Background: an optimization exercise with open tools, aiming at small area and a short achievable clock period. Do not read the settings as production practice.
The RTL was checked by simulation tests, not by an equivalence proof against the original design.
No activity file was given, so power comes from the tool's default toggle rates.

== run 1 ==
Design alu, start of the top module:
module alu # ( parameter WIDTH = 16, CMD_WIDTH = 4 ) (
	input clk, rst,
	input CE,
	input CIN,
	input mode,
	input [1:0] INP_INVALID,
	input [ CMD_WIDTH-1 :0] CMD,
	input [ WIDTH-1 :0] opa,
	input [ WIDTH-1 :0] opb,
	output reg ERR, OFLOW, g , l, e, cout,
	output reg [ 2 * WIDTH :0] RES
);
    wire [15:0] a = opa;
    wire [15:0] b = opb;
    wire v11 = INP_INVALID == 2'b11;
    wire v10 = INP_INVALID == 2'b10;
    wire v01 = INP_INVALID == 2'b01;
    wire v00 = INP_INVALID == 2'b00;
    wire ar  = mode;
    wire lo  = ~mode;
    wire op_add  = ar & v11 & (CMD == 4'd0);
    wire op_sub  = ar & v11 & (CMD == 4'd1);
    wire op_addc = ar & v11 & (CMD == 4'd2);
    wire op_subc = ar & v11 & (CMD == 4'd3);
    wire op_cmp  = ar & v11 & (CMD == 4'd8);
    wire op_amul = ar & v11 & (CMD == 4'd9);
    wire op_smul = ar & v11 & (CMD == 4'd10);
    wire op_adds = ar & v11 & (CMD == 4'd11);
    wire op_subs = ar & v11 & (CMD == 4'd12);
    wire op_inca = ar & v10 & (CMD == 4'd4);
    wire op_deca = ar & v10 & (CMD == 4'd6);
    wire op_incb = ar & v01 & (CMD == 4'd5);
    wire op_decb = ar & v01 & (CMD == 4'd7);
    wire op_nop  = ar & v00;                
    wire op_and  = lo & v11 & (CMD == 4'd0);
    wire op_nand = lo & v11 & (CMD == 4'd1);
    wire op_or   = lo & v11 & (CMD == 4'd2);
    wire op_nor  = lo & v11 & (CMD == 4'd3);
    wire op_xor  = lo & v11 & (CMD == 4'd4);
    wire op_xnor = lo & v11 & (CMD == 4'd5);
    wire op_rol  = lo & v11 & (CMD == 4'd12);
    wire op_ror  = lo & v11 & (CMD == 4'd13);
    wire op_nota = lo & v10 & (CMD == 4'd6);
    wire op_shra = lo & v10 & (CMD == 4'd8);
    wire op_shla = lo & v10 & (CMD == 4'd9);
    wire op_notb = lo & v01 & (CMD == 4'd7);
    wire op_shrb = lo & v01 & (CMD == 4'd10);
    wire op_shlb = lo & v01 & (CMD == 4'd11);
    wire op_sig  = op_adds | op_subs;
    wire op_mul  = op_amul | op_smul;
    wire op_shq  = op_rol | op_ror | op_shla | op_shra;
    wire op_addt = op_add | op_sub | op_addc | op_subc | op_inca | op_deca |
                   op_incb | op_decb | op_sig;
  ...
Size in the first run: about 39 flip-flops, about 82 I/O pins, ~12000 sq um of cells after synthesis.
clock: 9.0 ns
lec_check: 0
abc_area: 1
cap_margin: 20
core_margin: 2
core_utilization: 40
gpl_timing_driven: 0
slew_margin: 20
standard.sh (not shown) runs the stock make flow with config.mk's settings and CLKGATE_MAP_FILE= SYNTH_SCRIPT=/design/flow/synth_recipe.tcl, a recipe that flattens the netlist after the stock synthesis.
==> flow/flow/run.sh <==
#!/bin/bash
# The standard layout (the standard.sh, all of its steps), with these changes:
#  - synthesis: Yosys's synth command also gets -noabc, so its quick generic
#    ABC pass does not rewrite the full adders before extract_fa maps them (that
#    pass leaves an inverter between most pairs of adder cells); and ORFS's
#    technology-mapping ABC call runs flow/abc_map.script instead of
#    abc_area.script (same mapping, without ABC's own buffering).  Everything
#    else in the synthesis is ORFS's synth.tcl and synth_recipe.tcl unchanged
#    (-nofsm -noshare, flatten, renames).
#  - placement: buffer_ports uses sky130_fd_sc_hd__buf_1 for the port buffers
#    instead of the delay cell it picks by default; every input and output port
#    still gets its own buffer.
# The make output is kept in standard.log.
set -euo pipefail
here="$PWD"
grep -q 'log_cmd abc {\*}\$abc_args' "$FLOW_HOME/scripts/synth.tcl"
sed "s|log_cmd abc {\*}\$abc_args|log_cmd abc -script $here/flow/abc_map.script {*}[lrange \$abc_args 2 end]|" \
  "$FLOW_HOME/scripts/synth.tcl" > synth_body.tcl
{
  echo 'proc synth {args} { yosys synth -nofsm -noshare -noabc {*}$args }'
  echo "source $here/synth_body.tcl"
  tail -n +3 synth_recipe.tcl
} > synth_own.tcl
bash standard.sh SYNTH_SCRIPT="$here/synth_own.tcl" \
  BUFFER_PORTS_ARGS="-buffer_cell sky130_fd_sc_hd__buf_1" finish > standard.log 2>&1
==> flow/flow/abc_map.script <==
strash
dch
map
topo
stime -c
upsize -c
dnsize -c
Relative to run 1, the following input files were edited for run 2:
==> flow/flow/run.sh <==
#!/bin/bash
# The standard layout (the standard.sh, all of its steps), with two changes:
#  - synthesis: Yosys's synth command also gets -noabc, so its quick generic
#    ABC pass does not rewrite the full adders before extract_fa maps them (that
#    pass leaves an inverter between most pairs of adder cells).  The rest of
#    the synthesis script is synth_recipe.tcl unchanged (-nofsm -noshare,
#    flatten, renames), and ORFS's own ABC mapping still runs afterwards.
#  - placement: buffer_ports uses sky130_fd_sc_hd__buf_1 for the port buffers
#    instead of the delay cell it picks by default; every input and output port
#    still gets its own buffer.
# The make output is kept in standard.log.
set -euo pipefail
{
  echo 'proc synth {args} { yosys synth -nofsm -noshare -noabc {*}$args }'
  tail -n +2 synth_recipe.tcl
} > synth_noabc.tcl
bash standard.sh SYNTH_SCRIPT="$PWD/synth_noabc.tcl" \
  BUFFER_PORTS_ARGS="-buffer_cell sky130_fd_sc_hd__buf_1" finish > standard.log 2>&1
--- a/flow/config.mk
+++ b/flow/config.mk
@@ -10,3 +10,4 @@
 export CORE_MARGIN = 2
-export CORE_UTILIZATION = 40
+export CORE_UTILIZATION = 55
+export CTS_BUF_LIST = sky130_fd_sc_hd__clkbuf_4 sky130_fd_sc_hd__clkbuf_8
 export GPL_TIMING_DRIVEN = 0
removed: flow/flow/abc_map.script
- Summary of the comparison: net count of the finished layout is higher in run 2, relative to run 1.
- Largest net degree at the start of global routing: run 2 vs run 1 down 10
- [run 2] port buffer count fell 5 relative to run 1
#### Input delta (run 3 over run 2)
--- a/flow/config.mk
+++ b/flow/config.mk
@@ -10,5 +10,4 @@
 export CORE_MARGIN = 2
-export CORE_UTILIZATION = 55
-export CTS_BUF_LIST = sky130_fd_sc_hd__clkbuf_4 sky130_fd_sc_hd__clkbuf_8
-export GPL_TIMING_DRIVEN = 0
+export CORE_UTILIZATION = 40
+export SETUP_SLACK_MARGIN = 0.8
 export SLEW_MARGIN = 20
## What came out
Against run 2, run 3 comes in about 4.4% higher on total power.
Note that the number of fill cells in the layout recorded for run 3 amounts to 1.5 times the value seen in run 2.
Any difference in combinational power between run 3 and run 2 is small enough to ignore.
Across both runs, sequential share of layout area was lower for run 3 than for run 2.

* * *

alu, a different RTL version from the one above (not shown whole).
Size: roughly 1500 cells after synthesis, roughly 39 flip-flops, about 12000 sq um of cells after synthesis.
==> flow/design.v (excerpt) <==
module alu # ( parameter WIDTH = 16, CMD_WIDTH = 4 ) (
	input clk, rst,
	input CE,
	input CIN,
	input mode,
	input [1:0] INP_INVALID,
	input [ CMD_WIDTH-1 :0] CMD,
	input [ WIDTH-1 :0] opa,
	input [ WIDTH-1 :0] opb,
	output reg ERR, OFLOW, g , l, e, cout,
	output reg [ 2 * WIDTH :0] RES
);
==> flow/config.mk <==
export PLATFORM = sky130hd
export DESIGN_NAME = alu
export DESIGN_NICKNAME = alu
export VERILOG_FILES = /design/flow/design.v
export SDC_FILE = /design/flow/constraint.sdc
export NUM_CORES = 4
export LEC_CHECK = 0
export ABC_AREA = 1
export CAP_MARGIN = 20
export CORE_MARGIN = 2
export CORE_UTILIZATION = 40
export SETUP_SLACK_MARGIN = 0.8
export SLEW_MARGIN = 20
==> flow/constraint.sdc <==
create_clock -name core_clock -period 9.0 [get_ports {clk}]
set_input_delay 1.8000 -clock core_clock [delete_from_list [all_inputs] [get_ports {clk}]]
set_output_delay 1.8000 -clock core_clock [all_outputs]
set_load 0.01 [all_outputs]
==> flow/flow/run.sh <==
#!/bin/bash
# The standard layout (the standard.sh, all of its steps), with two changes:
#  - synthesis: Yosys's synth command also gets -noabc, so its quick generic
#    ABC pass does not rewrite the full adders before extract_fa maps them (that
#    pass leaves an inverter between most pairs of adder cells).  The rest of
#    the synthesis script is synth_recipe.tcl unchanged (-nofsm -noshare,
#    flatten, renames), and ORFS's own ABC mapping still runs afterwards.
#  - placement: buffer_ports uses sky130_fd_sc_hd__buf_1 for the port buffers
#    instead of the delay cell it picks by default; every input and output port
#    still gets its own buffer.
# The make output is kept in standard.log.
set -euo pipefail
{
  echo 'proc synth {args} { yosys synth -nofsm -noshare -noabc {*}$args }'
  tail -n +2 synth_recipe.tcl
} > synth_noabc.tcl
bash standard.sh SYNTH_SCRIPT="$PWD/synth_noabc.tcl" \
  BUFFER_PORTS_ARGS="-buffer_cell sky130_fd_sc_hd__buf_1" finish > standard.log 2>&1
The starting point ran to the end with no violations.
Then changed:
--- a/flow/config.mk
+++ b/flow/config.mk
@@ -7,3 +7,2 @@
 export LEC_CHECK = 0
-export ABC_AREA = 1
 export CAP_MARGIN = 20
@@ -11,3 +10,6 @@
 export CORE_UTILIZATION = 40
-export SETUP_SLACK_MARGIN = 0.8
+export CTS_BUF_LIST = sky130_fd_sc_hd__clkbuf_8 sky130_fd_sc_hd__clkbuf_16
+export CTS_CLUSTER_DIAMETER = 300
+export CTS_CLUSTER_SIZE = 50
+export GPL_TIMING_DRIVEN = 0
 export SLEW_MARGIN = 20
Effect:
- The changed run completed without violations
- utilization grows by 2.2 points
- sequential share of layout area stays flat
- global-route usage grows by 1.5 points
- first-iteration DRC count grows by 4.2%
- power shrinks by 1.5%
- clock-buffer cell count stays the same
Then changed:
==> flow/flow/run.sh (replaced) <==
#!/bin/bash
# The standard layout (the standard.sh, all of its steps), with these changes:
#  - synthesis: Yosys's synth command also gets -noabc, so its quick generic
#    ABC pass does not rewrite the full adders before extract_fa maps them (that
#    pass leaves an inverter between most pairs of adder cells); and ORFS's
#    technology-mapping ABC call runs flow/abc_map.script instead of
#    abc_area.script (same mapping, without ABC's own buffering).  Everything
#    else in the synthesis is ORFS's synth.tcl and synth_recipe.tcl unchanged
#    (-nofsm -noshare, flatten, renames).
#  - placement: buffer_ports uses sky130_fd_sc_hd__buf_1 for the port buffers
#    instead of the delay cell it picks by default; every input and output port
#    still gets its own buffer.
# The make output is kept in standard.log.
set -euo pipefail
here="$PWD"
grep -q 'log_cmd abc {\*}\$abc_args' "$FLOW_HOME/scripts/synth.tcl"
sed "s|log_cmd abc {\*}\$abc_args|log_cmd abc -script $here/flow/abc_map.script {*}[lrange \$abc_args 2 end]|" \
  "$FLOW_HOME/scripts/synth.tcl" > synth_body.tcl
{
  echo 'proc synth {args} { yosys synth -nofsm -noshare -noabc {*}$args }'
  echo "source $here/synth_body.tcl"
  tail -n +3 synth_recipe.tcl
} > synth_own.tcl
bash standard.sh SYNTH_SCRIPT="$here/synth_own.tcl" \
  BUFFER_PORTS_ARGS="-buffer_cell sky130_fd_sc_hd__buf_1" finish > standard.log 2>&1
==> flow/flow/abc_map.script (new file) <==
strash
dch
map
topo
stime -c
upsize -c
dnsize -c
==> flow/config.mk (replaced) <==
export PLATFORM = sky130hd
export DESIGN_NAME = alu
export DESIGN_NICKNAME = alu
export VERILOG_FILES = /design/flow/design.v
export SDC_FILE = /design/flow/constraint.sdc
export NUM_CORES = 4
export LEC_CHECK = 0
export ABC_AREA = 1
export CAP_MARGIN = 20
export CORE_MARGIN = 2
export CORE_UTILIZATION = 40
export SLEW_MARGIN = 20
Result:
- The new run went through all stages and came out clean
- setup slack gains 170 ps
- first-iteration DRC count goes down by a few percent
- sequential power is about the same
- sequential share of layout area barely changes
- synthesized cell count goes up by roughly a tenth
- die area goes up slightly
- core utilization goes down by 0.13 points
- power goes up by a few percent
- design area is about the same

* * *

Starting RTL as in the previous note.
Settings: LEC_CHECK=0, ABC_AREA=1, CAP_MARGIN=20, CORE_MARGIN=2, CORE_UTILIZATION=55, PLACE_DENSITY=0.7, SETUP_SLACK_MARGIN=0.8, SLEW_MARGIN=20; clock period 9.0 ns.
==> flow/flow/run.sh <==
#!/bin/bash
# The standard layout (the standard.sh, all of its steps), with two changes:
#  - synthesis: Yosys's synth command also gets -noabc, so its quick generic
#    ABC pass does not rewrite the full adders before extract_fa maps them (that
#    pass leaves an inverter between most pairs of adder cells).  The rest of
#    the synthesis script is synth_recipe.tcl unchanged (-nofsm -noshare,
#    flatten, renames), and ORFS's own ABC mapping still runs afterwards.
#  - placement: buffer_ports uses sky130_fd_sc_hd__buf_1 for the port buffers
#    instead of the delay cell it picks by default; every input and output port
#    still gets its own buffer.
# The make output is kept in standard.log.
set -euo pipefail
{
  echo 'proc synth {args} { yosys synth -nofsm -noshare -noabc {*}$args }'
  tail -n +2 synth_recipe.tcl
} > synth_noabc.tcl
bash standard.sh SYNTH_SCRIPT="$PWD/synth_noabc.tcl" \
  BUFFER_PORTS_ARGS="-buffer_cell sky130_fd_sc_hd__buf_1" finish > standard.log 2>&1
Next try:
- CORE_UTILIZATION: 55 -> 40
- GPL_ROUTABILITY_DRIVEN: not set -> 0
- PLACE_DENSITY: 0.7 -> not set
Effect:
- The new run completed with no timing, DRC or antenna violations
- total power is lower by a few percent
- flip-flop and latch count does not change
- non-clock buffer count is higher by 8
- maximum frequency is higher slightly
- worst setup slack is better by 0.052 ns
- clock power is lower by about a fifth
- final cell count is higher by a few percent
Next try:
- ABC_AREA: 1 -> not set
- GPL_ROUTABILITY_DRIVEN: 0 -> not set
Utilization goes up by 4.3 points.
Worst setup slack loses 0.23 ns.
Wire length goes down by a few percent.
Clock-buffer cell count goes down by 2.
Final area goes up by a few percent.
Sequential share of layout area goes down by 0.24 points.
Register-to-register slack loses 0.48 ns.
Die area goes down by a few percent.
Clock skew is unchanged.
Cell count goes down by about a fifth.
Maximum frequency goes down by a few percent.
Next try:
- ABC_AREA: not set -> 1
- SETUP_SLACK_MARGIN: 0.8 -> 0.6
Clock skew is unchanged.
Via count grows by roughly a tenth.
Critical path depth grows by 6.
Power shrinks by a few percent.
Count of clock-buffer cells in the layout is unchanged.
Fmax grows slightly.
Clock power grows by roughly a tenth.
Final area shrinks by a few percent.
Global-route usage grows by 0.27 points.
Wire length grows by a few percent.
Next try:
- CORE_UTILIZATION: 40 -> 30
- SETUP_SLACK_MARGIN: 0.6 -> 0.7
Outcome: Final cell count grows by about 7%. Global-route usage went down by 6.2 points. Routed wire length rises by about 3.8%. Total power climbs by about 2.2%.

* * *

Setup of exp/yarrow:
alu again, from the RTL that the note above started with.
export LEC_CHECK = 0
export ABC_AREA = 1
export CAP_MARGIN = 20
export CORE_MARGIN = 2
export CORE_UTILIZATION = 40
export SETUP_SLACK_MARGIN = 1.0
export SLEW_MARGIN = 20
create_clock -name core_clock -period 9.0 [get_ports {clk}]
Scripts as last shown in full above: flow/flow/run.sh
## Diff of input files: exp/nickel against exp/yarrow
- GPL_TIMING_DRIVEN newly set to 0
- SETUP_SLACK_MARGIN removed (was 1.0)
- ABC_AREA removed (was 1)
==> run summary <==
- The worst-case setup margin in the final layout of exp/nickel falls short of that of exp/yarrow by 1070 ps.
- exp/nickel vs. exp/yarrow: row count went down by 2.
- Diff exp/yarrow -> exp/nickel: via count fell by 1272; highest fanout seen on the critical path now smaller; layout overhead on the synthesized area has increased.
- Measured against each other, exp/nickel and exp/yarrow differ in effective utilization at floorplan, the higher figure coming from exp/nickel.
- Comparing exp/nickel and exp/yarrow, the higher final cycle utilization of the critical path is on exp/nickel.
- exp/nickel vs exp/yarrow — total of buffers placed on input and output ports dropped by a few percent
- In terms of power dissipated in combinational cells, exp/nickel and exp/yarrow differ only marginally.
The following lists how exp/harbor was set up differently from exp/nickel:
- clearing GPL_TIMING_DRIVEN, which used to be 0
- putting SETUP_SLACK_MARGIN at 2.0 where nothing was set
- putting ABC_AREA at 1 where nothing was set
### Flow results
exp/harbor: average detailed-routed wire length per instance 14% below exp/nickel
exp/nickel and exp/harbor all finish clean.
Relative to exp/nickel, register share of the cell area has gone down in exp/harbor.
Overall power after layout (lower): exp/nickel
### exp/harbor -> exp/fjord
- a change of SETUP_SLACK_MARGIN from 2.0 to 1.5
### Flow results
A end point of the critical path of RES[26] is what exp/fjord shows, while RES[23] belongs to exp/harbor.
Re via count of the first global-routing pass: exp/fjord is 157 down on exp/harbor.
exp/fjord vs exp/harbor: critical path depth down in exp/fjord
Summary of exp/fjord over exp/harbor: worst setup slack has decreased, final standard cell utilization of the core now smaller, combinational share of power shows a reduction of 2.9 points, power density over cell area moved up.
Compared exp/harbor against exp/fjord; total design power within noise.

-- static timing again, ports no longer ideal --
No port has a modelled driver above. Below, the same layouts with a new extraction and two added sets of constraints.
Step 1 assumes that a clkbuf_16 drives the clock port and a buf_2 every other input.
Step 2 moves the port delays by t, midway between the first and last clock arrival at a register: inputs arrive t later, outputs are due t later. That takes back most of the time a late clock gives input paths.
a / b / c = ideal ports / drivers / drivers and shift; a / b = the first two.
run | t, ns | setup slack, ns | hold WS [ns] | worst slew at a driven data input, ns
run 1 | 0.341 | 0.267 / 0.288 / -0.053 | 0.491 / 0.491 / 0.491 | 0.06
run 2 | 0.324 | 0.304 / 0.309 / -0.015 | 0.477 / 0.477 / 0.477 | 0.07
run 3 | 0.314 | 1.102 / 1.111 / 0.798 | 0.475 / 0.475 / 0.475 | 0.07
the first run of note 2 | 0.310 | 1.103 / 1.112 / 0.802 | 0.493 / 0.493 / 0.493 | 0.08
the second run of note 2 | 0.314 | 0.185 / 0.192 / -0.122 | 0.486 / 0.486 / 0.486 | 0.06
the third run of note 2 | 0.332 | 0.352 / 0.362 / 0.030 | 0.490 / 0.490 / 0.490 | 0.09
the first run of note 3 | 0.307 | 1.053 / 1.056 / 0.749 | 0.496 / 0.496 / 0.496 | 0.06
the second run of note 3 | 0.302 | 1.105 / 1.106 / 0.804 | 0.490 / 0.490 / 0.490 | 0.07
the third run of note 3 | 0.319 | 0.876 / 0.883 / 0.564 | 0.491 / 0.491 / 0.491 | 0.06
the fourth run of note 3 | 0.310 | 0.985 / 0.994 / 0.684 | 0.495 / 0.495 / 0.495 | 0.08
the fifth run of note 3 | 0.328 | 0.986 / 0.998 / 0.671 | 0.485 / 0.485 / 0.485 | 0.05
exp/yarrow | 0.310 | 1.253 / 1.260 / 0.950 | 0.494 / 0.494 / 0.494 | 0.08
exp/nickel | 0.314 | 0.185 / 0.192 / -0.122 | 0.486 / 0.486 / 0.486 | 0.06
exp/harbor | 0.310 | 1.479 / 1.443 / 1.133 | 0.489 / 0.489 / 0.489 | 0.06
exp/fjord | 0.308 | 1.448 / 1.434 / 1.126 | 0.491 / 0.491 / 0.491 | 0.08
Met with ideal ports but missed after step 2: setup timing in run 1, run 2, the second run of note 2 and exp/nickel. For exp/harbor, which loses most, drivers alone change the setup slack by -0.036 ns; drivers and shift together by -0.346 ns.
